Context: an optimization exercise on an open-source flow, tuned for small area, a short achievable clock period and few clock cycles per item. The choices shown serve that exercise and are no tape-out recipe. Power is estimated from default activity; no workload was simulated.

Setup of alpha:
Design risc, start of the top module:
module risc (
    input         reset,
    input         clk0,
    input  [31:0] mem_datain,
    output [23:0] paddr,
    output [31:0] mem_dataout,
    output        mem_req,
    output        mem_rdwr,
    output        halted
);
export LEC_CHECK = 0
export ABC_AREA = 1
export CAP_MARGIN = 20
export CORE_MARGIN = 2
export CORE_UTILIZATION = 40
export SETUP_SLACK_MARGIN = 3.5
export SLEW_MARGIN = 20
create_clock -name core_clock -period 6.5 [get_ports {clk0}]
standard.sh (not shown) runs the stock make flow with config.mk's settings and CLKGATE_MAP_FILE= SYNTH_SCRIPT=/design/flow/synth_recipe.tcl, a recipe that flattens the netlist after the stock synthesis.
==> flow/flow/run.sh <==
#!/bin/bash
# Own flow: the standard layout (standard.sh, ORFS make) with two changes:
#  - synthesis maps the logic with ABC script flow/abc.script (registers are
#    mapped before ABC, so they are the standard synthesis's); flow/synth.tcl
#    is synth_recipe.tcl with ABC's script swapped;
#  - the ports are buffered by the smallest buffer instead of the default
#    delay buffer (the resizer still upsizes any that timing or slew needs).
set -euo pipefail
here=$(pwd)
export MY_ABC_SCRIPT=$here/flow/abc.script
bash standard.sh SYNTH_SCRIPT=$here/flow/synth.tcl \
  BUFFER_PORTS_ARGS="-buffer_cell sky130_fd_sc_hd__buf_1" finish > make_finish.log 2>&1
==> flow/flow/abc.script <==
strash
dch
map -B 0.5
topo
stime -c
buffer -c
upsize -c
dnsize -c
strash
dch
map -B 0.5
topo
stime -c
buffer -c
upsize -c
dnsize -c
==> flow/flow/synth.tcl <==
# synth_recipe.tcl (the standard synthesis) with ABC's -script replaced by $MY_ABC_SCRIPT.
proc synth {args} { yosys synth -nofsm -noshare {*}$args }
proc abc {args} {
  set i [lsearch -exact $args -script]
  if {$i >= 0 && [info exists ::env(MY_ABC_SCRIPT)] && $::env(MY_ABC_SCRIPT) ne ""} {
    lset args [expr {$i + 1}] $::env(MY_ABC_SCRIPT)
  }
  puts "MY_ABC: abc $args"
  yosys abc {*}$args
}
source $::env(SCRIPTS_DIR)/synth.tcl
# left out here: clear keep_hierarchy, flatten, clean up, hide names made inside functions, write 1_2_yosys.v
For beta, these inputs were changed with respect to alpha:
==> flow/flow/run.sh <==
#!/bin/bash
# Own flow: the standard layout (standard.sh, ORFS make) with the ports
# buffered by the smallest buffer instead of the default delay buffer. The
# resizer still upsizes any port buffer that timing or slew needs.
set -euo pipefail
bash standard.sh BUFFER_PORTS_ARGS="-buffer_cell sky130_fd_sc_hd__buf_1" finish > make_finish.log 2>&1
removed: flow/flow/abc.script
removed: flow/flow/synth.tcl
Cmp beta and alpha / worst slack at placement / higher: alpha. When beta is set beside alpha, its actual transition at the worst max-transition pin turns out to be 120 ps larger. The total I/O pin count was comparable across beta and alpha. Comparing global routing met2 resource utilization for beta and alpha, the bigger number came from beta. Of beta and alpha, the higher count of placed standard cells in the final layout, fillers left out belongs to beta. beta against alpha: number of combinational gates with multiple inputs increased 96; number of placement rows now sits higher; depth of the worst register-to-register path moved down; summed area of non-filler cells in the final layout moved up; die height rose about 3.3%. Compared with alpha, beta shows met1 layer wirelength in the final routing higher by about 8%.
Changes in gamma relative to beta:
==> flow/flow/run.sh <==
#!/bin/bash
# Own flow: the standard layout (standard.sh, ORFS make) with two changes:
#  - synthesis maps the logic with ABC script flow/abc.script (registers are
#    mapped before ABC, so they are the standard synthesis's); flow/synth.tcl
#    is synth_recipe.tcl with ABC's script swapped;
#  - the ports are buffered by the smallest buffer instead of the default
#    delay buffer (the resizer still upsizes any that timing or slew needs).
set -euo pipefail
here=$(pwd)
export MY_ABC_SCRIPT=$here/flow/abc.script
bash standard.sh SYNTH_SCRIPT=$here/flow/synth.tcl \
  BUFFER_PORTS_ARGS="-buffer_cell sky130_fd_sc_hd__buf_1" finish > make_finish.log 2>&1
==> flow/flow/abc.script (new file) <==
strash
dch
amap
topo
stime -c
buffer -c
upsize -c
dnsize -c
==> flow/flow/synth.tcl (new file) <==
# synth_recipe.tcl (the standard synthesis) with ABC's -script replaced by $MY_ABC_SCRIPT.
proc synth {args} { yosys synth -nofsm -noshare {*}$args }
proc abc {args} {
  set i [lsearch -exact $args -script]
  if {$i >= 0 && [info exists ::env(MY_ABC_SCRIPT)] && $::env(MY_ABC_SCRIPT) ne ""} {
    lset args [expr {$i + 1}] $::env(MY_ABC_SCRIPT)
  }
  puts "MY_ABC: abc $args"
  yosys abc {*}$args
}
source $::env(SCRIPTS_DIR)/synth.tcl
# left out here: clear keep_hierarchy, flatten, clean up, hide names made inside functions, write 1_2_yosys.v
--- outcome ---
- Met1 global-route usage: gamma lower than beta
- Comparing power share of the sequential group for gamma and beta, the smaller number came from gamma.
- Minimum hold slack, gamma and beta: higher on beta
- Looking only at adder and majority cell fraction of the synthesized area, and setting everything else aside, the lower value of gamma and beta goes to beta.
- Re number of nets still failing antenna checks after routing: no difference whatsoever between gamma and beta.
- Count of clock-buffer cells in the layout came out higher on gamma than on beta.
- Between gamma and beta, the final core utilization is lower for beta.
- Proportion of synthesized chip area in sequential cells ended up 4.6 points higher on gamma than on beta.
The following lists how delta was set up differently from gamma:
--- a/flow/flow/abc.script
+++ b/flow/flow/abc.script
@@ -2,3 +2,3 @@
 dch
-amap
+map -a
 topo
[summary]
delta finished all stages; the layout is clean. The switching share of total power reported for delta is greater than that of gamma by 3.3 points. The core footprint number comes out higher for delta vs gamma. Min highest achievable clock rate across gamma and delta: gamma. Required time at the worst-slack endpoint in delta is 40 ps below gamma. The setup slack of the critical path after layout number comes out higher for delta vs gamma. delta: combined global-route utilization of all metal layers 1.7 points above gamma.
--- input diff delta..epsilon ---
- CORE_UTILIZATION changed from 40 to 55
- PLACE_DENSITY newly set to 0.75
==> flow/flow/run.sh <==
#!/bin/bash
# Own flow: the standard layout (standard.sh, ORFS make) with the ports
# buffered by the smallest buffer instead of the default delay buffer. The
# resizer still upsizes any port buffer that timing or slew needs.
set -euo pipefail
bash standard.sh BUFFER_PORTS_ARGS="-buffer_cell sky130_fd_sc_hd__buf_1" finish > make_finish.log 2>&1
removed: flow/flow/abc.script
removed: flow/flow/synth.tcl
[summary]
- epsilon vs. delta: total vias in the final route grew by about 6%; multi-input gate share of the layout cell area grew by 1.2 points.
- On hold slack, epsilon and delta are neck and neck.
- As far as final-layout setup total negative slack goes, epsilon and delta are indistinguishable; the numbers are identical.
- Power density of the placed cells went up by a few percent going from delta to epsilon.
- Run comparison: delta start point of the critical path ar[1]$_DFF_PP0_; epsilon start point of the critical path e$_DFF_PP0_
- Starting density of the core in epsilon vs delta: up 15 points
Function was not checked in any run of this note: the RTL went through the layout flow alone.

[afterwards: timing with drivers on the ports]
In the flow no input, the clock included, has a driving cell. The finished layouts below were timed again as built, in two steps.
Step 1 assumes that a clkbuf_16 drives the clock port and a buf_2 every other input.
Step 2 moves the port delays by t, midway between the first and last clock arrival at a register: inputs arrive t later, outputs are due t later. That takes back most of the time a late clock gives input paths.
Three values: ideal, step 1, step 2; two values: the first two.
run | t (ns) | setup slack, ns | pins driven straight from the clock port
alpha | 0.409 | 3.455 / 3.455 / 3.167 | 1
beta | 0.408 | 3.566 / 3.566 / 3.191 | 1
gamma | 0.405 | 2.008 / 2.008 / 2.008 | 1
delta | 0.400 | 3.132 / 3.132 / 3.017 | 1
epsilon | 0.405 | 3.474 / 3.474 / 3.195 | 1
After both steps setup and hold are still met in every run listed. For beta, which loses most, drivers alone change the setup slack by 0.000 ns; drivers and shift together by -0.375 ns.
